This design comes from an exercise in tuning for small area, a short achievable clock period and few clock cycles per item on the open sky130 flow, not from production work. In this exercise RTL edits were held to simulation tests only and were not proved equivalent to the original. Power and IR drop assume default switching activity.

## flow/design.v (module list and top-level ports; edited modules follow where they fit)
// module attention_microkernel_engine: 1332 lines
// module attn_ks_add: 27 lines
module attention_microkernel_engine #(
    parameter int unsigned XLEN      = 32,
    parameter int unsigned MAX_K     = 256,   
    parameter int unsigned WORD_ELEMS = 4     
) (
    input  logic                   clk_i,
    input  logic                   rst_ni,
    input  logic                   cfg_valid_i,
    input  logic [$clog2(MAX_K+1)-1:0] cfg_k_i,
    input  logic signed [15:0]      cfg_scale_i,
    input  logic [3:0]             cfg_shift_i,
    input  logic signed [31:0]      cfg_clip_min_i,
    input  logic signed [31:0]      cfg_clip_max_i,
    input  logic                   cfg_enable_scale_i,
    input  logic                   cfg_enable_clip_i,
    input  logic                   load_q_valid_i,
    input  logic [$clog2((MAX_K+WORD_ELEMS-1)/WORD_ELEMS)-1:0] load_q_idx_i,
    input  logic [31:0]            load_q_word_i,
    input  logic                   load_k_valid_i,
    input  logic [$clog2((MAX_K+WORD_ELEMS-1)/WORD_ELEMS)-1:0] load_k_idx_i,
    input  logic [31:0]            load_k_word_i,
    input  logic                   start_i,
    output logic                   busy_o,
    output logic                   done_o,
    output logic                   result_valid_o,
    output logic signed [31:0]      result_o
);
  // ...
==> flow/flow/run.sh <==
#!/bin/bash
# The standard layout (the standard.sh), with two changes to how it is made:
# - ports are buffered with buf_4 cells instead of the cell buffer_ports picks;
# - repair_timing aims for 12 ns of setup slack (a 5 ns period) instead of 0,
#   so it sizes the paths that would set the achieved period.
# The clock period and all constraints are the design's.
set -euo pipefail
bash standard.sh \
  BUFFER_PORTS_ARGS="-buffer_cell sky130_fd_sc_hd__buf_4" \
  SETUP_SLACK_MARGIN=12 \
  finish > make_finish.log 2>&1
==> flow/standard.sh <==
#!/bin/bash
# synth_recipe.tcl (not shown) runs the flow's synth.tcl, then flattens the netlist and writes it again
# the make line also repeats each setting of config.mk as NAME=value (left out here)
make -C /OpenROAD-flow-scripts/flow DESIGN_CONFIG=/design/flow/config.mk WORK_HOME=/design/flow/orfs CLKGATE_MAP_FILE= SYNTH_SCRIPT=/design/flow/synth_recipe.tcl "${@:-finish}"
==> flow/config.mk <==
export PLATFORM = sky130hd
export DESIGN_NAME = attention_microkernel_engine
export DESIGN_NICKNAME = attention_microkernel_engine
export VERILOG_FILES = /design/flow/design.v
export SDC_FILE = /design/flow/constraint.sdc
export NUM_CORES = 4
export LEC_CHECK = 0
export ABC_AREA = 1
export CAP_MARGIN = 20
export CORE_MARGIN = 2
export CORE_UTILIZATION = 40
export SLEW_MARGIN = 20
==> flow/constraint.sdc <==
create_clock -name core_clock -period 17.0 [get_ports {clk_i}]
set_input_delay 3.4000 -clock core_clock [delete_from_list [all_inputs] [get_ports {clk_i}]]
set_output_delay 3.4000 -clock core_clock [all_outputs]
set_load 0.01 [all_outputs]
==> results_dict.tcl, run 1 <==
set metrics [dict create \
    power.density_cell_area_nw_per_um2 177.8 \
    finalNetCount 18570 \
    tap_cell_count 6174 \
    layout.comb_gates.multi_input 10550 \
    route.final.wire_length_um 640200 \
    ctsHoldBuffers 0 \
    std_cell_rows 250 \
    crit_path_max_incr_delay_ps 730 \
    worst_clock_skew_ps 108.1 \
    cts_max_level 5 \
    die_area_um2 471900 \
    initial_core_util 0.4022 \
    top_level_ports 212 \
    xor_and_xnor_fraction_of_the_mapped_netlist_area 0.01801 \
    hold-path-cell-count 2 \
    cts_inserted_buffers 470 \
    fin_util 0.4548 \
    critical-path-slowest-cell "nand3_1" \
    routed-via-count 133800 \
    cts_num_sinks 4782 \
    synthCells 17830 \
    run_status "no timing/DRC/antenna violations" \
    synthMuxAreaShare 0.003172 \
    finalCriticalPeriod_ps 5040 \
    timing.critical_path.required_ps 17920 \
    dp_worst_setup_slack_ps 11220 \
    rsz0062_at_grt "true" \
    use_met1 0.3503 \
]
Testbench counts, summed over its fixed seeds: cycles 21,768, items 512.
==> run 2: changes to the inputs <==
--- a/flow/design.v
+++ b/flow/design.v
@@ -30,35 +30,24 @@
   localparam int unsigned WORD_W    = $clog2(MAX_WORDS);
   localparam int unsigned CNT_W     = WORD_W + 1;
   localparam int unsigned K_W       = $clog2(MAX_K+1);
   localparam int unsigned ACC_W     = 24;    
   localparam int unsigned P_W       = 40;    
   logic                in_qv, in_kv, in_start, in_cfg;
   logic [WORD_W-1:0]   in_qi, in_ki;
   logic [31:0]         in_qw, in_kw;
-  always_ff @(posedge clk_i or negedge rst_ni) begin
-    if (!rst_ni) begin
-      in_qv    <= 1'b0;
-      in_kv    <= 1'b0;
-      in_start <= 1'b0;
-      in_cfg   <= 1'b0;
-    end else begin
-      in_qv    <= load_q_valid_i;
-      in_kv    <= load_k_valid_i;
-      in_start <= start_i;
-      in_cfg   <= cfg_valid_i;
-    end
-  end
-  always_ff @(posedge clk_i) begin
-    in_qi <= load_q_idx_i;
-    in_qw <= load_q_word_i;
-    in_ki <= load_k_idx_i;
-    in_kw <= load_k_word_i;
-  end
+  assign in_qv    = load_q_valid_i;
+  assign in_kv    = load_k_valid_i;
+  assign in_start = start_i;
+  assign in_cfg   = cfg_valid_i;
+  assign in_qi    = load_q_idx_i;
+  assign in_qw    = load_q_word_i;
+  assign in_ki    = load_k_idx_i;
+  assign in_kw    = load_k_word_i;
   logic [CNT_W-1:0]    nw_q;        
   logic [3:0]          shift_q;
   logic signed [31:0]  clip_min_q, clip_max_q;
   logic                en_scale_q, en_clip_q;
   logic [7:0]          sc_one, sc_two, sc_neg;    
   logic [CNT_W-1:0]    cfg_nw;
   always_comb begin
     if (cfg_k_i > K_W'(MAX_K)) cfg_nw = CNT_W'(MAX_WORDS);
@@ -105,27 +94,38 @@
     else thr_lo_q <= P_W'(lo);
   end
   logic [MAX_WORDS-1:0][31:0] q_mem, k_ring;
   logic [MAX_WORDS-1:0]       q_vld, k_vld;
   logic [MAX_WORDS-1:0]       q_we, k_we;
   logic [WORD_W-1:0]          k_head;      
   logic [WORD_W-1:0]          k_head1;     
   logic [WORD_W-1:0]          k_slot;      
-  assign k_slot = in_ki - k_head1;
+  logic                kp_v;
+  logic [WORD_W-1:0]   kp_i;
+  logic [31:0]         kp_w;
+  always_ff @(posedge clk_i or negedge rst_ni) begin
+    if (!rst_ni) kp_v <= 1'b0;
+    else kp_v <= in_kv;
+  end
+  always_ff @(posedge clk_i) begin
+    kp_i <= in_ki;
+    kp_w <= in_kw;
+  end
+  assign k_slot = kp_i - k_head1;
   always_comb begin
     for (int w = 0; w < MAX_WORDS; w++) begin
       q_we[w] = in_qv && (in_qi == WORD_W'(w));
-      k_we[w] = in_kv && (k_slot == WORD_W'(w));
+      k_we[w] = kp_v && (k_slot == WORD_W'(w));
     end
   end
   for (genvar w = 0; w < MAX_WORDS; w++) begin : g_mem
     always_ff @(posedge clk_i) begin
       if (q_we[w]) q_mem[w] <= in_qw;
-      k_ring[w] <= k_we[w] ? in_kw : k_ring[(w + 1) % MAX_WORDS];
+      k_ring[w] <= k_we[w] ? kp_w : k_ring[(w + 1) % MAX_WORDS];
     end
   end
   always_ff @(posedge clk_i or negedge rst_ni) begin
     if (!rst_ni) begin
       q_vld   <= '0;
       k_vld   <= '0;
       k_head  <= '0;
       k_head1 <= WORD_W'(1);
@@ -142,46 +142,45 @@
   logic              restart, ext, tok, pend_q, pend_now;
   logic [31:0]       q_rd, k_rd, q_0, q_op, k_op;
   logic [MAX_WORDS-1:0] cov_oh;
   always_comb begin
     for (int w = 0; w < MAX_WORDS; w++) cov_oh[w] = (cov_q[WORD_W-1:0] == WORD_W'(w));
     q_rd = '0;
     for (int w = 0; w < MAX_WORDS; w++) q_rd = q_rd | (q_mem[w] & {32{cov_oh[w] & q_vld[w]}});
   end
-  assign k_rd = k_ring[0] & {32{k_vld[0]}};
+  assign k_rd = (kp_v && kp_i == k_head) ? kp_w : (k_ring[0] & {32{k_vld[0]}});
   assign q_0  = q_mem[0] & {32{q_vld[0]}};
   always_comb begin
     logic qbyp0, kbyp0, npos0, ext0, tok0;
     logic qbyp1, kbyp1, ext1, tok1, qbyp, kbyp;
     restart = in_cfg ||
               (in_qv && {1'b0, in_qi} < cov_q) ||
               (in_kv && {1'b0, in_ki} < cov_q);
     qbyp0 = in_qv && in_qi == '0;
     kbyp0 = in_kv && in_ki == '0;
-    npos0 = nw_q != '0;
+    npos0 = in_cfg ? (cfg_k_i != '0) : (nw_q != '0);
     ext0  = npos0 && (kbyp0 || k_head == '0);
-    tok0  = ext0 ? (nw_q == CNT_W'(1)) : !npos0;
+    tok0  = ext0 ? (in_cfg ? (cfg_k_i <= K_W'(WORD_ELEMS)) : (nw_q == CNT_W'(1))) : !npos0;
     qbyp1 = in_qv && in_qi == cov_q[WORD_W-1:0];
     kbyp1 = in_kv && in_ki == cov_q[WORD_W-1:0];
     ext1  = (cov_q < nw_q) && (kbyp1 || k_head == cov_q[WORD_W-1:0]);
     tok1  = ext1 ? (cov_q + 1'b1 == nw_q) : (cov_q == nw_q);
     ext   = restart ? ext0 : ext1;
     qbyp  = restart ? qbyp0 : qbyp1;
     kbyp  = restart ? kbyp0 : kbyp1;
     q_op  = (qbyp ? in_qw : (restart ? q_0 : q_rd)) & {32{ext}};
     k_op  = kbyp ? in_kw : k_rd;
     cov_d = restart ? CNT_W'(ext0) : cov_q + CNT_W'(ext1);
     pend_now = pend_q | in_start;
     tok   = pend_now && (restart ? tok0 : tok1);
   end
   logic        op_clr, op_tok;
   logic [31:0] op_q;
   logic [15:0] op_one, op_two, op_neg;
-  logic [ACC_W-1:0] op_nk;
   localparam logic [ACC_W-1:0] MAC_K = ACC_W'(16690176);
   always_ff @(posedge clk_i or negedge rst_ni) begin
     if (!rst_ni) begin
       cov_q  <= '0;
       pend_q <= 1'b0;
       op_clr <= 1'b0;
       op_tok <= 1'b0;
     end else begin
@@ -197,27 +196,29 @@
       logic b2, b1, b0;
       b2 = k_op[2*d+1];
       b1 = k_op[2*d];
       b0 = (d % 4 == 0) ? 1'b0 : k_op[2*d-1];
       op_one[d] <= b1 ^ b0;
       op_two[d] <= (b2 & ~b1 & ~b0) | (~b2 & b1 & b0);
       op_neg[d] <= b2;
     end
-    op_nk <= MAC_K + ACC_W'({k_op[31], 1'b0, k_op[29], 1'b0, k_op[27], 1'b0, k_op[25]})
-                   + ACC_W'({k_op[23], 1'b0, k_op[21], 1'b0, k_op[19], 1'b0, k_op[17]})
-                   + ACC_W'({k_op[15], 1'b0, k_op[13], 1'b0, k_op[11], 1'b0, k_op[9]})
-                   + ACC_W'({k_op[7], 1'b0, k_op[5], 1'b0, k_op[3], 1'b0, k_op[1]});
   end
   logic [7:0]        op_qb0, op_qb1, op_qb2, op_qb3;
   logic [ACC_W-1:0]  acc_in_s, acc_in_c, mac_s, mac_c, acc_s, acc_c;
   logic              acc_tok;
   assign {op_qb3, op_qb2, op_qb1, op_qb0} = op_q;
   assign acc_in_s = op_clr ? '0 : acc_s;
   assign acc_in_c = op_clr ? '0 : acc_c;
+  logic [ACC_W-1:0] mac_nk;
+  always_comb begin
+    mac_nk = MAC_K;
+    for (int b = 0; b < 4; b++)
+      mac_nk = mac_nk + ACC_W'({op_neg[4*b+3], 1'b0, op_neg[4*b+2], 1'b0, op_neg[4*b+1], 1'b0, op_neg[4*b]});
+  end
   wire mac_w0 = ((op_one[0] & op_qb0[0]) | (op_two[0] & 1'b0)) ^ op_neg[0];
   wire mac_w1 = ((op_one[0] & op_qb0[1]) | (op_two[0] & op_qb0[0])) ^ op_neg[0];
   wire mac_w2 = ((op_one[0] & op_qb0[2]) | (op_two[0] & op_qb0[1])) ^ op_neg[0];
   wire mac_w3 = ((op_one[0] & op_qb0[3]) | (op_two[0] & op_qb0[2])) ^ op_neg[0];
   wire mac_w4 = ((op_one[0] & op_qb0[4]) | (op_two[0] & op_qb0[3])) ^ op_neg[0];
   wire mac_w5 = ((op_one[0] & op_qb0[5]) | (op_two[0] & op_qb0[4])) ^ op_neg[0];
   wire mac_w6 = ((op_one[0] & op_qb0[6]) | (op_two[0] & op_qb0[5])) ^ op_neg[0];
   wire mac_w7 = ((op_one[0] & op_qb0[7]) | (op_two[0] & op_qb0[6])) ^ op_neg[0];
@@ -386,18 +387,18 @@
   wire mac_w170 = mac_w29 ^ ~mac_w44 ^ mac_w51;
   wire mac_w171 = (mac_w29 & ~mac_w44) | (mac_w29 & mac_w51) | (~mac_w44 & mac_w51);
   wire mac_w172 = mac_w58 ^ mac_w65 ^ ~mac_w80;
   wire mac_w173 = (mac_w58 & mac_w65) | (mac_w58 & ~mac_w80) | (mac_w65 & ~mac_w80);
   wire mac_w174 = mac_w87 ^ mac_w94 ^ mac_w101;
   wire mac_w175 = (mac_w87 & mac_w94) | (mac_w87 & mac_w101) | (mac_w94 & mac_w101);
   wire mac_w176 = ~mac_w116 ^ mac_w123 ^ mac_w130;
   wire mac_w177 = (~mac_w116 & mac_w123) | (~mac_w116 & mac_w130) | (mac_w123 & mac_w130);
-  wire mac_w178 = mac_w137 ^ op_nk[8];
-  wire mac_w179 = mac_w137 & op_nk[8];
+  wire mac_w178 = mac_w137 ^ acc_in_s[8];
+  wire mac_w179 = mac_w137 & acc_in_s[8];
   wire mac_w180 = mac_w16 ^ mac_w23 ^ mac_w30;
   wire mac_w181 = (mac_w16 & mac_w23) | (mac_w16 & mac_w30) | (mac_w23 & mac_w30);
   wire mac_w182 = mac_w52 ^ mac_w59 ^ mac_w66;
   wire mac_w183 = (mac_w52 & mac_w59) | (mac_w52 & mac_w66) | (mac_w59 & mac_w66);
   wire mac_w184 = mac_w88 ^ mac_w95 ^ mac_w102;
   wire mac_w185 = (mac_w88 & mac_w95) | (mac_w88 & mac_w102) | (mac_w95 & mac_w102);
   wire mac_w186 = mac_w124 ^ mac_w131 ^ mac_w138;
   wire mac_w187 = (mac_w124 & mac_w131) | (mac_w124 & mac_w138) | (mac_w131 & mac_w138);
@@ -422,170 +423,170 @@
   wire mac_w206 = mac_w90 ^ mac_w112 ^ mac_w119;
   wire mac_w207 = (mac_w90 & mac_w112) | (mac_w90 & mac_w119) | (mac_w112 & mac_w119);
   wire mac_w208 = mac_w145 ^ mac_w146 ^ mac_w148;
   wire mac_w209 = (mac_w145 & mac_w146) | (mac_w145 & mac_w148) | (mac_w146 & mac_w148);
   wire mac_w210 = mac_w55 ^ mac_w77 ^ mac_w84;
   wire mac_w211 = (mac_w55 & mac_w77) | (mac_w55 & mac_w84) | (mac_w77 & mac_w84);
   wire mac_w212 = mac_w91 ^ mac_w113 ^ mac_w120;
   wire mac_w213 = (mac_w91 & mac_w113) | (mac_w91 & mac_w120) | (mac_w113 & mac_w120);
-  wire mac_w214 = mac_w127 ^ op_nk[5];
-  wire mac_w215 = mac_w127 & op_nk[5];
+  wire mac_w214 = mac_w127 ^ acc_in_s[5];
+  wire mac_w215 = mac_w127 & acc_in_s[5];
   wire mac_w216 = mac_w147 ^ mac_w149 ^ mac_w150;
   wire mac_w217 = (mac_w147 & mac_w149) | (mac_w147 & mac_w150) | (mac_w149 & mac_w150);
   wire mac_w218 = mac_w152 ^ mac_w154 ^ mac_w156;
   wire mac_w219 = (mac_w152 & mac_w154) | (mac_w152 & mac_w156) | (mac_w154 & mac_w156);
   wire mac_w220 = mac_w114 ^ mac_w121 ^ mac_w128;
   wire mac_w221 = (mac_w114 & mac_w121) | (mac_w114 & mac_w128) | (mac_w121 & mac_w128);
-  wire mac_w222 = mac_w135 ^ op_nk[6] ^ acc_in_s[6];
-  wire mac_w223 = (mac_w135 & op_nk[6]) | (mac_w135 & acc_in_s[6]) | (op_nk[6] & acc_in_s[6]);
+  wire mac_w222 = mac_w135 ^ acc_in_s[6] ^ acc_in_c[6];
+  wire mac_w223 = (mac_w135 & acc_in_s[6]) | (mac_w135 & acc_in_c[6]) | (acc_in_s[6] & acc_in_c[6]);
   wire mac_w224 = mac_w151 ^ mac_w153 ^ mac_w155;
   wire mac_w225 = (mac_w151 & mac_w153) | (mac_w151 & mac_w155) | (mac_w153 & mac_w155);
   wire mac_w226 = mac_w157 ^ mac_w158 ^ mac_w160;
   wire mac_w227 = (mac_w157 & mac_w158) | (mac_w157 & mac_w160) | (mac_w158 & mac_w160);
   wire mac_w228 = mac_w162 ^ mac_w164 ^ mac_w166;
   wire mac_w229 = (mac_w162 & mac_w164) | (mac_w162 & mac_w166) | (mac_w164 & mac_w166);
-  wire mac_w230 = mac_w136 ^ op_nk[7] ^ acc_in_s[7];
-  wire mac_w231 = (mac_w136 & op_nk[7]) | (mac_w136 & acc_in_s[7]) | (op_nk[7] & acc_in_s[7]);
+  wire mac_w230 = mac_w136 ^ acc_in_s[7] ^ acc_in_c[7];
+  wire mac_w231 = (mac_w136 & acc_in_s[7]) | (mac_w136 & acc_in_c[7]) | (acc_in_s[7] & acc_in_c[7]);
   wire mac_w232 = mac_w159 ^ mac_w161 ^ mac_w163;
   wire mac_w233 = (mac_w159 & mac_w161) | (mac_w159 & mac_w163) | (mac_w161 & mac_w163);
   wire mac_w234 = mac_w165 ^ mac_w167 ^ mac_w168;
   wire mac_w235 = (mac_w165 & mac_w167) | (mac_w165 & mac_w168) | (mac_w167 & mac_w168);
   wire mac_w236 = mac_w170 ^ mac_w172 ^ mac_w174;
   wire mac_w237 = (mac_w170 & mac_w172) | (mac_w170 & mac_w174) | (mac_w172 & mac_w174);
-  wire mac_w238 = mac_w176 ^ mac_w178 ^ acc_in_s[8];
-  wire mac_w239 = (mac_w176 & mac_w178) | (mac_w176 & acc_in_s[8]) | (mac_w178 & acc_in_s[8]);
+  wire mac_w238 = mac_w176 ^ mac_w178 ^ acc_in_c[8];
+  wire mac_w239 = (mac_w176 & mac_w178) | (mac_w176 & acc_in_c[8]) | (mac_w178 & acc_in_c[8]);
   wire mac_w240 = mac_w169 ^ mac_w171 ^ mac_w173;
   wire mac_w241 = (mac_w169 & mac_w171) | (mac_w169 & mac_w173) | (mac_w171 & mac_w173);
   wire mac_w242 = mac_w175 ^ mac_w177 ^ mac_w179;
   wire mac_w243 = (mac_w175 & mac_w177) | (mac_w175 & mac_w179) | (mac_w177 & mac_w179);
   wire mac_w244 = mac_w180 ^ mac_w182 ^ mac_w184;
   wire mac_w245 = (mac_w180 & mac_w182) | (mac_w180 & mac_w184) | (mac_w182 & mac_w184);
-  wire mac_w246 = mac_w186 ^ op_nk[9] ^ acc_in_s[9];
-  wire mac_w247 = (mac_w186 & op_nk[9]) | (mac_w186 & acc_in_s[9]) | (op_nk[9] & acc_in_s[9]);
+  wire mac_w246 = mac_w186 ^ acc_in_s[9] ^ acc_in_c[9];
+  wire mac_w247 = (mac_w186 & acc_in_s[9]) | (mac_w186 & acc_in_c[9]) | (acc_in_s[9] & acc_in_c[9]);
   wire mac_w248 = mac_w181 ^ mac_w183 ^ mac_w185;
   wire mac_w249 = (mac_w181 & mac_w183) | (mac_w181 & mac_w185) | (mac_w183 & mac_w185);
   wire mac_w250 = mac_w187 ^ mac_w188 ^ mac_w190;
   wire mac_w251 = (mac_w187 & mac_w188) | (mac_w187 & mac_w190) | (mac_w188 & mac_w190);
   wire mac_w252 = mac_w192 ^ ~mac_w125 ^ mac_w132;
   wire mac_w253 = (mac_w192 & ~mac_w125) | (mac_w192 & mac_w132) | (~mac_w125 & mac_w132);
-  wire mac_w254 = mac_w139 ^ op_nk[10] ^ acc_in_s[10];
-  wire mac_w255 = (mac_w139 & op_nk[10]) | (mac_w139 & acc_in_s[10]) | (op_nk[10] & acc_in_s[10]);
+  wire mac_w254 = mac_w139 ^ acc_in_s[10] ^ acc_in_c[10];
+  wire mac_w255 = (mac_w139 & acc_in_s[10]) | (mac_w139 & acc_in_c[10]) | (acc_in_s[10] & acc_in_c[10]);
   wire mac_w256 = mac_w189 ^ mac_w191 ^ mac_w193;
   wire mac_w257 = (mac_w189 & mac_w191) | (mac_w189 & mac_w193) | (mac_w191 & mac_w193);
   wire mac_w258 = mac_w194 ^ mac_w61 ^ mac_w68;
   wire mac_w259 = (mac_w194 & mac_w61) | (mac_w194 & mac_w68) | (mac_w61 & mac_w68);
   wire mac_w260 = mac_w97 ^ mac_w104 ^ mac_w133;
   wire mac_w261 = (mac_w97 & mac_w104) | (mac_w97 & mac_w133) | (mac_w104 & mac_w133);
-  wire mac_w262 = mac_w140 ^ op_nk[11] ^ acc_in_s[11];
-  wire mac_w263 = (mac_w140 & op_nk[11]) | (mac_w140 & acc_in_s[11]) | (op_nk[11] & acc_in_s[11]);
+  wire mac_w262 = mac_w140 ^ acc_in_s[11] ^ acc_in_c[11];
+  wire mac_w263 = (mac_w140 & acc_in_s[11]) | (mac_w140 & acc_in_c[11]) | (acc_in_s[11] & acc_in_c[11]);
   wire mac_w264 = mac_w195 ^ ~mac_w26 ^ mac_w33;
   wire mac_w265 = (mac_w195 & ~mac_w26) | (mac_w195 & mac_w33) | (~mac_w26 & mac_w33);
   wire mac_w266 = ~mac_w62 ^ mac_w69 ^ ~mac_w98;
   wire mac_w267 = (~mac_w62 & mac_w69) | (~mac_w62 & ~mac_w98) | (mac_w69 & ~mac_w98);
   wire mac_w268 = mac_w105 ^ ~mac_w134 ^ mac_w141;
   wire mac_w269 = (mac_w105 & ~mac_w134) | (mac_w105 & mac_w141) | (~mac_w134 & mac_w141);
-  wire mac_w270 = op_nk[12] ^ acc_in_s[12];
-  wire mac_w271 = op_nk[12] & acc_in_s[12];
+  wire mac_w270 = acc_in_s[12] ^ acc_in_c[12];
+  wire mac_w271 = acc_in_s[12] & acc_in_c[12];
   wire mac_w272 = mac_w34 ^ mac_w70 ^ mac_w106;
   wire mac_w273 = (mac_w34 & mac_w70) | (mac_w34 & mac_w106) | (mac_w70 & mac_w106);
   wire mac_w274 = mac_w0 ^ mac_w36;
   wire mac_w275 = mac_w0 & mac_w36;
   wire mac_w276 = mac_w1 ^ mac_w37 ^ mac_w73;
   wire mac_w277 = (mac_w1 & mac_w37) | (mac_w1 & mac_w73) | (mac_w37 & mac_w73);
   wire mac_w278 = mac_w196 ^ mac_w45 ^ mac_w74;
   wire mac_w279 = (mac_w196 & mac_w45) | (mac_w196 & mac_w74) | (mac_w45 & mac_w74);
   wire mac_w280 = mac_w81 ^ mac_w110 ^ mac_w117;
   wire mac_w281 = (mac_w81 & mac_w110) | (mac_w81 & mac_w117) | (mac_w110 & mac_w117);
   wire mac_w282 = mac_w197 ^ mac_w198 ^ mac_w200;
   wire mac_w283 = (mac_w197 & mac_w198) | (mac_w197 & mac_w200) | (mac_w198 & mac_w200);
   wire mac_w284 = mac_w82 ^ mac_w111 ^ mac_w118;
   wire mac_w285 = (mac_w82 & mac_w111) | (mac_w82 & mac_w118) | (mac_w111 & mac_w118);
-  wire mac_w286 = op_nk[3] ^ acc_in_s[3];
-  wire mac_w287 = op_nk[3] & acc_in_s[3];
+  wire mac_w286 = acc_in_s[3] ^ acc_in_c[3];
+  wire mac_w287 = acc_in_s[3] & acc_in_c[3];
   wire mac_w288 = mac_w199 ^ mac_w201 ^ mac_w202;
   wire mac_w289 = (mac_w199 & mac_w201) | (mac_w199 & mac_w202) | (mac_w201 & mac_w202);
   wire mac_w290 = mac_w204 ^ mac_w206 ^ mac_w126;
   wire mac_w291 = (mac_w204 & mac_w206) | (mac_w204 & mac_w126) | (mac_w206 & mac_w126);
-  wire mac_w292 = op_nk[4] ^ acc_in_s[4] ^ acc_in_c[4];
-  wire mac_w293 = (op_nk[4] & acc_in_s[4]) | (op_nk[4] & acc_in_c[4]) | (acc_in_s[4] & acc_in_c[4]);
+  wire mac_w292 = acc_in_s[4] ^ acc_in_c[4] ^ mac_nk[4];
+  wire mac_w293 = (acc_in_s[4] & acc_in_c[4]) | (acc_in_s[4] & mac_nk[4]) | (acc_in_c[4] & mac_nk[4]);
   wire mac_w294 = mac_w203 ^ mac_w205 ^ mac_w207;
   wire mac_w295 = (mac_w203 & mac_w205) | (mac_w203 & mac_w207) | (mac_w205 & mac_w207);
   wire mac_w296 = mac_w208 ^ mac_w210 ^ mac_w212;
   wire mac_w297 = (mac_w208 & mac_w210) | (mac_w208 & mac_w212) | (mac_w210 & mac_w212);
-  wire mac_w298 = mac_w214 ^ acc_in_s[5] ^ acc_in_c[5];
-  wire mac_w299 = (mac_w214 & acc_in_s[5]) | (mac_w214 & acc_in_c[5]) | (acc_in_s[5] & acc_in_c[5]);
+  wire mac_w298 = mac_w214 ^ acc_in_c[5] ^ mac_nk[5];
+  wire mac_w299 = (mac_w214 & acc_in_c[5]) | (mac_w214 & mac_nk[5]) | (acc_in_c[5] & mac_nk[5]);
   wire mac_w300 = mac_w209 ^ mac_w211 ^ mac_w213;
   wire mac_w301 = (mac_w209 & mac_w211) | (mac_w209 & mac_w213) | (mac_w211 & mac_w213);
   wire mac_w302 = mac_w215 ^ mac_w216 ^ mac_w218;
   wire mac_w303 = (mac_w215 & mac_w216) | (mac_w215 & mac_w218) | (mac_w216 & mac_w218);
-  wire mac_w304 = mac_w220 ^ mac_w222 ^ acc_in_c[6];
-  wire mac_w305 = (mac_w220 & mac_w222) | (mac_w220 & acc_in_c[6]) | (mac_w222 & acc_in_c[6]);
+  wire mac_w304 = mac_w220 ^ mac_w222 ^ mac_nk[6];
+  wire mac_w305 = (mac_w220 & mac_w222) | (mac_w220 & mac_nk[6]) | (mac_w222 & mac_nk[6]);
   wire mac_w306 = mac_w217 ^ mac_w219 ^ mac_w221;
   wire mac_w307 = (mac_w217 & mac_w219) | (mac_w217 & mac_w221) | (mac_w219 & mac_w221);
   wire mac_w308 = mac_w223 ^ mac_w224 ^ mac_w226;
   wire mac_w309 = (mac_w223 & mac_w224) | (mac_w223 & mac_w226) | (mac_w224 & mac_w226);
-  wire mac_w310 = mac_w228 ^ mac_w230 ^ acc_in_c[7];
-  wire mac_w311 = (mac_w228 & mac_w230) | (mac_w228 & acc_in_c[7]) | (mac_w230 & acc_in_c[7]);
+  wire mac_w310 = mac_w228 ^ mac_w230 ^ mac_nk[7];
+  wire mac_w311 = (mac_w228 & mac_w230) | (mac_w228 & mac_nk[7]) | (mac_w230 & mac_nk[7]);
   wire mac_w312 = mac_w225 ^ mac_w227 ^ mac_w229;
   wire mac_w313 = (mac_w225 & mac_w227) | (mac_w225 & mac_w229) | (mac_w227 & mac_w229);
   wire mac_w314 = mac_w231 ^ mac_w232 ^ mac_w234;
   wire mac_w315 = (mac_w231 & mac_w232) | (mac_w231 & mac_w234) | (mac_w232 & mac_w234);
-  wire mac_w316 = mac_w236 ^ mac_w238 ^ acc_in_c[8];
-  wire mac_w317 = (mac_w236 & mac_w238) | (mac_w236 & acc_in_c[8]) | (mac_w238 & acc_in_c[8]);
+  wire mac_w316 = mac_w236 ^ mac_w238 ^ mac_nk[8];
+  wire mac_w317 = (mac_w236 & mac_w238) | (mac_w236 & mac_nk[8]) | (mac_w238 & mac_nk[8]);
   wire mac_w318 = mac_w233 ^ mac_w235 ^ mac_w237;
   wire mac_w319 = (mac_w233 & mac_w235) | (mac_w233 & mac_w237) | (mac_w235 & mac_w237);
   wire mac_w320 = mac_w239 ^ mac_w240 ^ mac_w242;
   wire mac_w321 = (mac_w239 & mac_w240) | (mac_w239 & mac_w242) | (mac_w240 & mac_w242);
-  wire mac_w322 = mac_w244 ^ mac_w246 ^ acc_in_c[9];
-  wire mac_w323 = (mac_w244 & mac_w246) | (mac_w244 & acc_in_c[9]) | (mac_w246 & acc_in_c[9]);
+  wire mac_w322 = mac_w244 ^ mac_w246 ^ mac_nk[9];
+  wire mac_w323 = (mac_w244 & mac_w246) | (mac_w244 & mac_nk[9]) | (mac_w246 & mac_nk[9]);
   wire mac_w324 = mac_w241 ^ mac_w243 ^ mac_w245;
   wire mac_w325 = (mac_w241 & mac_w243) | (mac_w241 & mac_w245) | (mac_w243 & mac_w245);
   wire mac_w326 = mac_w247 ^ mac_w248 ^ mac_w250;
   wire mac_w327 = (mac_w247 & mac_w248) | (mac_w247 & mac_w250) | (mac_w248 & mac_w250);
-  wire mac_w328 = mac_w252 ^ mac_w254 ^ acc_in_c[10];
-  wire mac_w329 = (mac_w252 & mac_w254) | (mac_w252 & acc_in_c[10]) | (mac_w254 & acc_in_c[10]);
+  wire mac_w328 = mac_w252 ^ mac_w254 ^ mac_nk[10];
+  wire mac_w329 = (mac_w252 & mac_w254) | (mac_w252 & mac_nk[10]) | (mac_w254 & mac_nk[10]);
   wire mac_w330 = mac_w249 ^ mac_w251 ^ mac_w253;
   wire mac_w331 = (mac_w249 & mac_w251) | (mac_w249 & mac_w253) | (mac_w251 & mac_w253);
   wire mac_w332 = mac_w255 ^ mac_w256 ^ mac_w258;
   wire mac_w333 = (mac_w255 & mac_w256) | (mac_w255 & mac_w258) | (mac_w256 & mac_w258);
-  wire mac_w334 = mac_w260 ^ mac_w262 ^ acc_in_c[11];
-  wire mac_w335 = (mac_w260 & mac_w262) | (mac_w260 & acc_in_c[11]) | (mac_w262 & acc_in_c[11]);
+  wire mac_w334 = mac_w260 ^ mac_w262 ^ mac_nk[11];
+  wire mac_w335 = (mac_w260 & mac_w262) | (mac_w260 & mac_nk[11]) | (mac_w262 & mac_nk[11]);
   wire mac_w336 = mac_w257 ^ mac_w259 ^ mac_w261;
   wire mac_w337 = (mac_w257 & mac_w259) | (mac_w257 & mac_w261) | (mac_w259 & mac_w261);
   wire mac_w338 = mac_w263 ^ mac_w264 ^ mac_w266;
   wire mac_w339 = (mac_w263 & mac_w264) | (mac_w263 & mac_w266) | (mac_w264 & mac_w266);
-  wire mac_w340 = mac_w268 ^ mac_w270 ^ acc_in_c[12];
-  wire mac_w341 = (mac_w268 & mac_w270) | (mac_w268 & acc_in_c[12]) | (mac_w270 & acc_in_c[12]);
+  wire mac_w340 = mac_w268 ^ mac_w270 ^ mac_nk[12];
+  wire mac_w341 = (mac_w268 & mac_w270) | (mac_w268 & mac_nk[12]) | (mac_w270 & mac_nk[12]);
   wire mac_w342 = mac_w265 ^ mac_w267 ^ mac_w269;
   wire mac_w343 = (mac_w265 & mac_w267) | (mac_w265 & mac_w269) | (mac_w267 & mac_w269);
   wire mac_w344 = mac_w271 ^ mac_w272 ^ mac_w142;
   wire mac_w345 = (mac_w271 & mac_w272) | (mac_w271 & mac_w142) | (mac_w272 & mac_w142);
-  wire mac_w346 = op_nk[13] ^ acc_in_s[13] ^ acc_in_c[13];
-  wire mac_w347 = (op_nk[13] & acc_in_s[13]) | (op_nk[13] & acc_in_c[13]) | (acc_in_s[13] & acc_in_c[13]);
+  wire mac_w346 = acc_in_s[13] ^ acc_in_c[13] ^ mac_nk[13];
+  wire mac_w347 = (acc_in_s[13] & acc_in_c[13]) | (acc_in_s[13] & mac_nk[13]) | (acc_in_c[13] & mac_nk[13]);
   wire mac_w348 = mac_w273 ^ ~mac_w35 ^ ~mac_w71;
   wire mac_w349 = (mac_w273 & ~mac_w35) | (mac_w273 & ~mac_w71) | (~mac_w35 & ~mac_w71);
-  wire mac_w350 = ~mac_w107 ^ ~mac_w143 ^ op_nk[14];
-  wire mac_w351 = (~mac_w107 & ~mac_w143) | (~mac_w107 & op_nk[14]) | (~mac_w143 & op_nk[14]);
-  wire mac_w352 = acc_in_s[14] ^ acc_in_c[14];
-  wire mac_w353 = acc_in_s[14] & acc_in_c[14];
+  wire mac_w350 = ~mac_w107 ^ ~mac_w143 ^ acc_in_s[14];
+  wire mac_w351 = (~mac_w107 & ~mac_w143) | (~mac_w107 & acc_in_s[14]) | (~mac_w143 & acc_in_s[14]);
+  wire mac_w352 = acc_in_c[14] ^ mac_nk[14];
+  wire mac_w353 = acc_in_c[14] & mac_nk[14];
   wire mac_w354 = mac_w274 ^ mac_w72 ^ mac_w108;
   wire mac_w355 = (mac_w274 & mac_w72) | (mac_w274 & mac_w108) | (mac_w72 & mac_w108);
   wire mac_w356 = mac_w275 ^ mac_w276 ^ mac_w109;
   wire mac_w357 = (mac_w275 & mac_w276) | (mac_w275 & mac_w109) | (mac_w276 & mac_w109);
-  wire mac_w358 = op_nk[1] ^ acc_in_s[1];
-  wire mac_w359 = op_nk[1] & acc_in_s[1];
+  wire mac_w358 = acc_in_s[1] ^ acc_in_c[1];
+  wire mac_w359 = acc_in_s[1] & acc_in_c[1];
   wire mac_w360 = mac_w277 ^ mac_w278 ^ mac_w280;
   wire mac_w361 = (mac_w277 & mac_w278) | (mac_w277 & mac_w280) | (mac_w278 & mac_w280);
-  wire mac_w362 = op_nk[2] ^ acc_in_s[2] ^ acc_in_c[2];
-  wire mac_w363 = (op_nk[2] & acc_in_s[2]) | (op_nk[2] & acc_in_c[2]) | (acc_in_s[2] & acc_in_c[2]);
+  wire mac_w362 = acc_in_s[2] ^ acc_in_c[2] ^ mac_nk[2];
+  wire mac_w363 = (acc_in_s[2] & acc_in_c[2]) | (acc_in_s[2] & mac_nk[2]) | (acc_in_c[2] & mac_nk[2]);
   wire mac_w364 = mac_w279 ^ mac_w281 ^ mac_w282;
   wire mac_w365 = (mac_w279 & mac_w281) | (mac_w279 & mac_w282) | (mac_w281 & mac_w282);
-  wire mac_w366 = mac_w284 ^ mac_w286 ^ acc_in_c[3];
-  wire mac_w367 = (mac_w284 & mac_w286) | (mac_w284 & acc_in_c[3]) | (mac_w286 & acc_in_c[3]);
+  wire mac_w366 = mac_w284 ^ mac_w286 ^ mac_nk[3];
+  wire mac_w367 = (mac_w284 & mac_w286) | (mac_w284 & mac_nk[3]) | (mac_w286 & mac_nk[3]);
   wire mac_w368 = mac_w283 ^ mac_w285 ^ mac_w287;
   wire mac_w369 = (mac_w283 & mac_w285) | (mac_w283 & mac_w287) | (mac_w285 & mac_w287);
   wire mac_w370 = mac_w288 ^ mac_w290 ^ mac_w292;
   wire mac_w371 = (mac_w288 & mac_w290) | (mac_w288 & mac_w292) | (mac_w290 & mac_w292);
   wire mac_w372 = mac_w289 ^ mac_w291 ^ mac_w293;
   wire mac_w373 = (mac_w289 & mac_w291) | (mac_w289 & mac_w293) | (mac_w291 & mac_w293);
   wire mac_w374 = mac_w294 ^ mac_w296 ^ mac_w298;
   wire mac_w375 = (mac_w294 & mac_w296) | (mac_w294 & mac_w298) | (mac_w296 & mac_w298);
@@ -622,22 +623,22 @@
   wire mac_w406 = mac_w342 ^ mac_w344 ^ mac_w346;
   wire mac_w407 = (mac_w342 & mac_w344) | (mac_w342 & mac_w346) | (mac_w344 & mac_w346);
   wire mac_w408 = mac_w343 ^ mac_w345 ^ mac_w347;
   wire mac_w409 = (mac_w343 & mac_w345) | (mac_w343 & mac_w347) | (mac_w345 & mac_w347);
   wire mac_w410 = mac_w348 ^ mac_w350 ^ mac_w352;
   wire mac_w411 = (mac_w348 & mac_w350) | (mac_w348 & mac_w352) | (mac_w350 & mac_w352);
   wire mac_w412 = mac_w349 ^ mac_w351 ^ mac_w353;
   wire mac_w413 = (mac_w349 & mac_w351) | (mac_w349 & mac_w353) | (mac_w351 & mac_w353);
-  wire mac_w414 = op_nk[15] ^ acc_in_s[15] ^ acc_in_c[15];
-  wire mac_w415 = (op_nk[15] & acc_in_s[15]) | (op_nk[15] & acc_in_c[15]) | (acc_in_s[15] & acc_in_c[15]);
-  wire mac_w416 = op_nk[16] ^ acc_in_s[16];
-  wire mac_w417 = op_nk[16] & acc_in_s[16];
-  wire mac_w418 = mac_w354 ^ op_nk[0];
-  wire mac_w419 = mac_w354 & op_nk[0];
+  wire mac_w414 = acc_in_s[15] ^ acc_in_c[15] ^ mac_nk[15];
+  wire mac_w415 = (acc_in_s[15] & acc_in_c[15]) | (acc_in_s[15] & mac_nk[15]) | (acc_in_c[15] & mac_nk[15]);
+  wire mac_w416 = acc_in_s[16] ^ acc_in_c[16];
+  wire mac_w417 = acc_in_s[16] & acc_in_c[16];
+  wire mac_w418 = mac_w354 ^ acc_in_s[0];
+  wire mac_w419 = mac_w354 & acc_in_s[0];
   wire mac_w420 = mac_w355 ^ mac_w356 ^ mac_w358;
   wire mac_w421 = (mac_w355 & mac_w356) | (mac_w355 & mac_w358) | (mac_w356 & mac_w358);
   wire mac_w422 = mac_w357 ^ mac_w359 ^ mac_w360;
   wire mac_w423 = (mac_w357 & mac_w359) | (mac_w357 & mac_w360) | (mac_w359 & mac_w360);
   wire mac_w424 = mac_w361 ^ mac_w363 ^ mac_w364;
   wire mac_w425 = (mac_w361 & mac_w363) | (mac_w361 & mac_w364) | (mac_w363 & mac_w364);
   wire mac_w426 = mac_w365 ^ mac_w367 ^ mac_w368;
   wire mac_w427 = (mac_w365 & mac_w367) | (mac_w365 & mac_w368) | (mac_w367 & mac_w368);
@@ -660,34 +661,34 @@
   wire mac_w444 = mac_w401 ^ mac_w403 ^ mac_w404;
   wire mac_w445 = (mac_w401 & mac_w403) | (mac_w401 & mac_w404) | (mac_w403 & mac_w404);
   wire mac_w446 = mac_w405 ^ mac_w407 ^ mac_w408;
   wire mac_w447 = (mac_w405 & mac_w407) | (mac_w405 & mac_w408) | (mac_w407 & mac_w408);
   wire mac_w448 = mac_w409 ^ mac_w411 ^ mac_w412;
   wire mac_w449 = (mac_w409 & mac_w411) | (mac_w409 & mac_w412) | (mac_w411 & mac_w412);
   wire mac_w450 = mac_w413 ^ mac_w415 ^ mac_w416;
   wire mac_w451 = (mac_w413 & mac_w415) | (mac_w413 & mac_w416) | (mac_w415 & mac_w416);
-  wire mac_w452 = mac_w417 ^ op_nk[17] ^ acc_in_s[17];
-  wire mac_w453 = (mac_w417 & op_nk[17]) | (mac_w417 & acc_in_s[17]) | (op_nk[17] & acc_in_s[17]);
-  wire mac_w454 = op_nk[18] ^ acc_in_s[18];
-  wire mac_w455 = op_nk[18] & acc_in_s[18];
-  wire mac_w456 = op_nk[19] ^ acc_in_s[19];
-  wire mac_w457 = op_nk[19] & acc_in_s[19];
-  wire mac_w458 = op_nk[20] ^ acc_in_s[20];
-  wire mac_w459 = op_nk[20] & acc_in_s[20];
-  wire mac_w460 = op_nk[21] ^ acc_in_s[21];
-  wire mac_w461 = op_nk[21] & acc_in_s[21];
-  wire mac_w462 = op_nk[22] ^ acc_in_s[22];
-  wire mac_w463 = op_nk[22] & acc_in_s[22];
-  wire mac_w464 = op_nk[23] ^ acc_in_s[23];
-  wire mac_w465 = op_nk[23] & acc_in_s[23];
-  wire mac_w466 = mac_w418 ^ acc_in_s[0];
-  wire mac_w467 = mac_w418 & acc_in_s[0];
-  wire mac_w468 = mac_w419 ^ mac_w420 ^ acc_in_c[1];
-  wire mac_w469 = (mac_w419 & mac_w420) | (mac_w419 & acc_in_c[1]) | (mac_w420 & acc_in_c[1]);
+  wire mac_w452 = mac_w417 ^ acc_in_s[17] ^ acc_in_c[17];
+  wire mac_w453 = (mac_w417 & acc_in_s[17]) | (mac_w417 & acc_in_c[17]) | (acc_in_s[17] & acc_in_c[17]);
+  wire mac_w454 = acc_in_s[18] ^ acc_in_c[18];
+  wire mac_w455 = acc_in_s[18] & acc_in_c[18];
+  wire mac_w456 = acc_in_s[19] ^ acc_in_c[19];
+  wire mac_w457 = acc_in_s[19] & acc_in_c[19];
+  wire mac_w458 = acc_in_s[20] ^ acc_in_c[20];
+  wire mac_w459 = acc_in_s[20] & acc_in_c[20];
+  wire mac_w460 = acc_in_s[21] ^ acc_in_c[21];
+  wire mac_w461 = acc_in_s[21] & acc_in_c[21];
+  wire mac_w462 = acc_in_s[22] ^ acc_in_c[22];
+  wire mac_w463 = acc_in_s[22] & acc_in_c[22];
+  wire mac_w464 = acc_in_s[23] ^ acc_in_c[23];
+  wire mac_w465 = acc_in_s[23] & acc_in_c[23];
+  wire mac_w466 = mac_w418 ^ acc_in_c[0];
+  wire mac_w467 = mac_w418 & acc_in_c[0];
+  wire mac_w468 = mac_w419 ^ mac_w420 ^ mac_nk[1];
+  wire mac_w469 = (mac_w419 & mac_w420) | (mac_w419 & mac_nk[1]) | (mac_w420 & mac_nk[1]);
   wire mac_w470 = mac_w421 ^ mac_w422 ^ mac_w362;
   wire mac_w471 = (mac_w421 & mac_w422) | (mac_w421 & mac_w362) | (mac_w422 & mac_w362);
   wire mac_w472 = mac_w423 ^ mac_w424 ^ mac_w366;
   wire mac_w473 = (mac_w423 & mac_w424) | (mac_w423 & mac_w366) | (mac_w424 & mac_w366);
   wire mac_w474 = mac_w425 ^ mac_w426 ^ mac_w370;
   wire mac_w475 = (mac_w425 & mac_w426) | (mac_w425 & mac_w370) | (mac_w426 & mac_w370);
   wire mac_w476 = mac_w427 ^ mac_w428 ^ mac_w374;
   wire mac_w477 = (mac_w427 & mac_w428) | (mac_w427 & mac_w374) | (mac_w428 & mac_w374);
@@ -706,34 +707,34 @@
   wire mac_w490 = mac_w441 ^ mac_w442 ^ mac_w402;
   wire mac_w491 = (mac_w441 & mac_w442) | (mac_w441 & mac_w402) | (mac_w442 & mac_w402);
   wire mac_w492 = mac_w443 ^ mac_w444 ^ mac_w406;
   wire mac_w493 = (mac_w443 & mac_w444) | (mac_w443 & mac_w406) | (mac_w444 & mac_w406);
   wire mac_w494 = mac_w445 ^ mac_w446 ^ mac_w410;
   wire mac_w495 = (mac_w445 & mac_w446) | (mac_w445 & mac_w410) | (mac_w446 & mac_w410);
   wire mac_w496 = mac_w447 ^ mac_w448 ^ mac_w414;
   wire mac_w497 = (mac_w447 & mac_w448) | (mac_w447 & mac_w414) | (mac_w448 & mac_w414);
-  wire mac_w498 = mac_w449 ^ mac_w450 ^ acc_in_c[16];
-  wire mac_w499 = (mac_w449 & mac_w450) | (mac_w449 & acc_in_c[16]) | (mac_w450 & acc_in_c[16]);
-  wire mac_w500 = mac_w451 ^ mac_w452 ^ acc_in_c[17];
-  wire mac_w501 = (mac_w451 & mac_w452) | (mac_w451 & acc_in_c[17]) | (mac_w452 & acc_in_c[17]);
-  wire mac_w502 = mac_w453 ^ mac_w454 ^ acc_in_c[18];
-  wire mac_w503 = (mac_w453 & mac_w454) | (mac_w453 & acc_in_c[18]) | (mac_w454 & acc_in_c[18]);
-  wire mac_w504 = mac_w455 ^ mac_w456 ^ acc_in_c[19];
-  wire mac_w505 = (mac_w455 & mac_w456) | (mac_w455 & acc_in_c[19]) | (mac_w456 & acc_in_c[19]);
-  wire mac_w506 = mac_w457 ^ mac_w458 ^ acc_in_c[20];
-  wire mac_w507 = (mac_w457 & mac_w458) | (mac_w457 & acc_in_c[20]) | (mac_w458 & acc_in_c[20]);
-  wire mac_w508 = mac_w459 ^ mac_w460 ^ acc_in_c[21];
-  wire mac_w509 = (mac_w459 & mac_w460) | (mac_w459 & acc_in_c[21]) | (mac_w460 & acc_in_c[21]);
-  wire mac_w510 = mac_w461 ^ mac_w462 ^ acc_in_c[22];
-  wire mac_w511 = (mac_w461 & mac_w462) | (mac_w461 & acc_in_c[22]) | (mac_w462 & acc_in_c[22]);
-  wire mac_w512 = mac_w463 ^ mac_w464 ^ acc_in_c[23];
-  wire mac_w513 = (mac_w463 & mac_w464) | (mac_w463 & acc_in_c[23]) | (mac_w464 & acc_in_c[23]);
+  wire mac_w498 = mac_w449 ^ mac_w450 ^ mac_nk[16];
+  wire mac_w499 = (mac_w449 & mac_w450) | (mac_w449 & mac_nk[16]) | (mac_w450 & mac_nk[16]);
+  wire mac_w500 = mac_w451 ^ mac_w452 ^ mac_nk[17];
+  wire mac_w501 = (mac_w451 & mac_w452) | (mac_w451 & mac_nk[17]) | (mac_w452 & mac_nk[17]);
+  wire mac_w502 = mac_w453 ^ mac_w454 ^ mac_nk[18];
+  wire mac_w503 = (mac_w453 & mac_w454) | (mac_w453 & mac_nk[18]) | (mac_w454 & mac_nk[18]);
+  wire mac_w504 = mac_w455 ^ mac_w456 ^ mac_nk[19];
+  wire mac_w505 = (mac_w455 & mac_w456) | (mac_w455 & mac_nk[19]) | (mac_w456 & mac_nk[19]);
+  wire mac_w506 = mac_w457 ^ mac_w458 ^ mac_nk[20];
+  wire mac_w507 = (mac_w457 & mac_w458) | (mac_w457 & mac_nk[20]) | (mac_w458 & mac_nk[20]);
+  wire mac_w508 = mac_w459 ^ mac_w460 ^ mac_nk[21];
+  wire mac_w509 = (mac_w459 & mac_w460) | (mac_w459 & mac_nk[21]) | (mac_w460 & mac_nk[21]);
+  wire mac_w510 = mac_w461 ^ mac_w462 ^ mac_nk[22];
+  wire mac_w511 = (mac_w461 & mac_w462) | (mac_w461 & mac_nk[22]) | (mac_w462 & mac_nk[22]);
+  wire mac_w512 = mac_w463 ^ mac_w464 ^ mac_nk[23];
+  wire mac_w513 = (mac_w463 & mac_w464) | (mac_w463 & mac_nk[23]) | (mac_w464 & mac_nk[23]);
   assign mac_s = {mac_w511, mac_w509, mac_w507, mac_w505, mac_w503, mac_w501, mac_w499, mac_w497, mac_w495, mac_w493, mac_w491, mac_w489, mac_w487, mac_w485, mac_w483, mac_w481, mac_w479, mac_w477, mac_w475, mac_w473, mac_w471, mac_w469, mac_w467, mac_w466};
-  assign mac_c = {mac_w512, mac_w510, mac_w508, mac_w506, mac_w504, mac_w502, mac_w500, mac_w498, mac_w496, mac_w494, mac_w492, mac_w490, mac_w488, mac_w486, mac_w484, mac_w482, mac_w480, mac_w478, mac_w476, mac_w474, mac_w472, mac_w470, mac_w468, acc_in_c[0]};
+  assign mac_c = {mac_w512, mac_w510, mac_w508, mac_w506, mac_w504, mac_w502, mac_w500, mac_w498, mac_w496, mac_w494, mac_w492, mac_w490, mac_w488, mac_w486, mac_w484, mac_w482, mac_w480, mac_w478, mac_w476, mac_w474, mac_w472, mac_w470, mac_w468, mac_nk[0]};
   always_ff @(posedge clk_i or negedge rst_ni) begin
     if (!rst_ni) begin
       acc_s   <= '0;
       acc_c   <= '0;
       acc_tok <= 1'b0;
     end else begin
       acc_s   <= mac_s;
       acc_c   <= mac_c;
==> results_dict.tcl, run 2 <==
set metrics [dict create \
    run_status "no timing/DRC/antenna violations" \
    cts_num_sinks 4733 \
    initial_core_util 0.4020 \
    timing.critical_path.buf_inv 2 \
    worstReg2RegEnd "op_q[5]" \
    area_growth_syn_to_layout_pct 13.52 \
    grt_max_degree 98 \
    drt_iter0_markers 15190 \
    finalWorstSetupSlack_ps 11820 \
    reg2reg_from "cov_q[0]" \
    worst_clock_skew_ps 104.2 \
    vias_in_the_first_global_route 123700 \
    synthCells 17940 \
    timing_hold_violations_final 0 \
    crit_chain "buf_12 > buf_6" \
    cts_tree "built" \
    cp_top_family "flip-flops" \
    post-route-period-util 0.3049 \
    track_usage 0.2550 \
    design.core.area_um2 463900 \
    wire_length_of_the_first_global_routing_pass_um 885500 \
    grt_overflow_total 0 \
    place.gp.congestion 0.9554 \
    fillers 43180 \
    dp_worst_setup_slack_ps 9659 \
    r2r.worst_path.cells 15 \
    cap_violations 0 \
    synthTopCellsByArea "edfxtp_1 (34%), dfxtp_1 (26%), nand2_1 (8.6%)" \
    ctsHoldBuffers 0 \
    wl_per_cell_um 25.47 \
    timing.critical_path.from "done_q" \
    number_of_logic_stages_on_the_critical_path_including_buffering 2 \
    multi_input_area_um2 61160 \
    clock_pin_slew_on_the_worst_setup_and_hold_paths_ps 60 \
    slew-limit-headroom 0.1506 \
    cts_max_level 5 \
    synth_top_cell_by_area "edfxtp_1" \
    cts.root.buffer_cell "clkbuf_16" \
    place_hpwl_um 389900 \
    die_area_um2 471600 \
    drc_errors 0 \
    dr.pass1.iters 8 \
    std_cell_rows 250 \
    critical-path-slowest-cell "dfrtp_2" \
    io_buffers 211 \
    netlist_area_um2 186500 \
    synth-seq-area-share 0.6287 \
    timing.critical_path.required_ps 13600 \
    crit_type "flop to primary output" \
    postSynthAreaPerCell_um2 10.39 \
    post_synth_most_frequent_cells "nand2_1 (4283), o21ai_0 (2419), dfxtp_1 (2381)" \
    finalCriticalPeriod_ps 5184 \
    footprint_of_the_flip_flops_and_latches_um2 117300 \
    worstPathArrival_ps 1780 \
    worst-r2r-setup-slack_ps 11930 \
    post-synth-top-area-fraction 0.3446 \
    number_of_antenna_violations_at_the_first_check_in_global_routing 36 \
    route.final.wire_length_um 623800 \
    yosys.cell_count.top_type "nand2_1" \
    postRouteAntennaNets 0 \
    vdd_drop_max_uv 241.0 \
    finalNetCount 18680 \
    finalSetupTns_ps 0 \
    setup_violations 0 \
    hold_start "op_tok" \
    critPathCapture "done_o" \
    cts_inserted_buffers 471 \
    ys.flop_type "dfxtp_1" \
    power.density_cell_area_nw_per_um2 183.9 \
    synth.distinct_cells 74 \
    min_path_type "flop to flop" \
    synth_enable_flop_cells 2140 \
    achievable-frequency_ghz 0.1929 \
    ys_async_sr_fraction 0.04479 \
    timing_worst_slew_pin_value_ps 1274 \
    routed-via-count 134100 \
    clock_insertion_delay_worst_skew_ps 1040 \
    routed_via_density 5.474 \
    setup.worst_path.end_class "primary output" \
    top_level_ports 212 \
    synth_warnings 3 \
    mostFrequentLayoutCells "nand2_1 (4214), o21ai_0 (2413), dfxtp_1 (2373), edfxtp_1 (2140), inv_1 (1305)" \
    rsz0062_at_grt "true" \
    worstSetupStartpointType "flop" \
    crit_path_max_incr_delay_ps 450 \
    drv_slew 0 \
    synth-seq-cells 4733 \
    power.static_leakage_nw 83.23 \
    die_y_um 686.8 \
    cp_max_fo 2 \
    layout_commonest_cell "nand2_1" \
    layout_top_registers "k_ring (2048), q_mem (2048)" \
    drive_above_1_share 0.09685 \
    fp.dieW_um 686.8 \
    ctsLongestPathBuffers 4 \
]
## run 2: cell types whose count changed after synthesis, sizes merged, moves of 31 or more
cell    change
buf       +140
nand2     +113
clkbuf    -112
nand3      +74
o21ai      -62
dfxtp      -47
a221oi     -45
o211ai     +33
xor2       -33
a211oi     +32
a22o       +31
## run 2: repair_timing
item,in CTS,in global routing
setup endpoints to repair,161,190
setup buffers,16,61
cloned,3,9
gates resized for setup,91,146
pin swaps,12,42
## run 2: worst min path at each step
stage / endpoint / slack (ps) / cells past startpoint
finish: acc_tok / 350 / 0
global route: acc_tok / 360 / 0
CTS: acc_tok / 350 / 0
detailed placement: prod_tok / 340 / 0
global placement: prod_tok / 330 / 0
floorplan: acc_tok / 330 / 0
## run 2: report_power, final
group | switching, mW | internal, mW | total [mW]
sequential | 0.565 | 13.6 | 14.1
combinational | 9.08 | 5.31 | 14.4
clock | 4.52 | 5.87 | 10.4
## run 2: through the flow
stage	cells	total power, mW	hold slack (ps)	area [um2]	util
5_1_grt	24470	41.51	363.6	211600	0.4562
2_1_floorplan	17940	23.29	331.2	187100	-
3_3_place_gp	23510	28.03	333.2	194200	0.4186
6_report	24500	38.92	350.5	211700	0.4563
4_1_cts	24400	38.78	351.6	210200	0.4531
3_5_place_dp	23520	28.23	336.3	194300	0.4188
## run 2: per-layer routing
layer  up-vias  wire (um)  track usage
met5         -        347            0
met4        30      30010       0.1050
met3      1263      62630      0.05607
met2      6154     268800       0.3864
met1     65960     262000       0.3538
li1      60690          -            -
## run 2: kinds of logic (layout without fill, tap and decap cells)
family                   count (synthesis)  after routing  share of synthesized area
buffers and inverters                 2512           2860                    0.05280
AND/OR/NAND/NOR                       5885           5892                     0.1288
adder cells (fa/ha/maj)                595            595                    0.05152
XOR/XNOR                               357            357                    0.01681
multiplexers                            52             52                   0.002838
AO/OA/AOI/OAI                         3805           3805                     0.1185
other                                    1             28                 0.00002011
flip-flops                            4733           4733                     0.6287
## run 2: final cells by class
class | instances | share of cell area
Antenna cell | 26 | 0.0003074
Clock buffer | 684 | 0.06408
Inverter | 1423 | 0.02566
Tap cell | 6174 | 0.03649
Clock inverter | 178 | 0.008618
Multi-Input combinational cell | 10700 | 0.2889
Timing Repair Buffer | 573 | 0.02186
Sequential cell | 4733 | 0.5539
Timing Repair inverter | 2 | 0.0001064
Testbench counts of run 2, summed over its fixed seeds: cycles 21,256, items 512.

-- static timing again, ports no longer ideal --
The results above use ideal ports. As a check the final layouts listed here were re-extracted and re-timed, cells and wires unchanged.
Step 1: set_driving_cell puts a clkbuf_16 on clk_i and a buf_2 on each other input, an assumption about the parent block.
Step 2, shift: input delay + t, output delay - t, t = (earliest + latest rising clock arrival at the registers) / 2. This alone moves slack from input paths to output paths.
a / b / c = ideal ports / drivers / drivers and shift; a / b = the first two.
run | t (ns) | slack for setup (ns) | worst hold slack (ns) | latest minus earliest clock arrival (ns)
run 1 | 1.138 | 11.960 / 11.877 / 11.854 | 0.339 / 0.339 / 0.339 | 0.110 / 0.110
run 2 | 1.116 | 11.816 / 11.696 / 10.993 | 0.350 / 0.350 / 0.350 | 0.114 / 0.114
After both steps setup and hold are still met in every run listed. The setup slack of run 2, which loses most, moves by -0.120 ns with the drivers and by -0.823 ns with both steps.
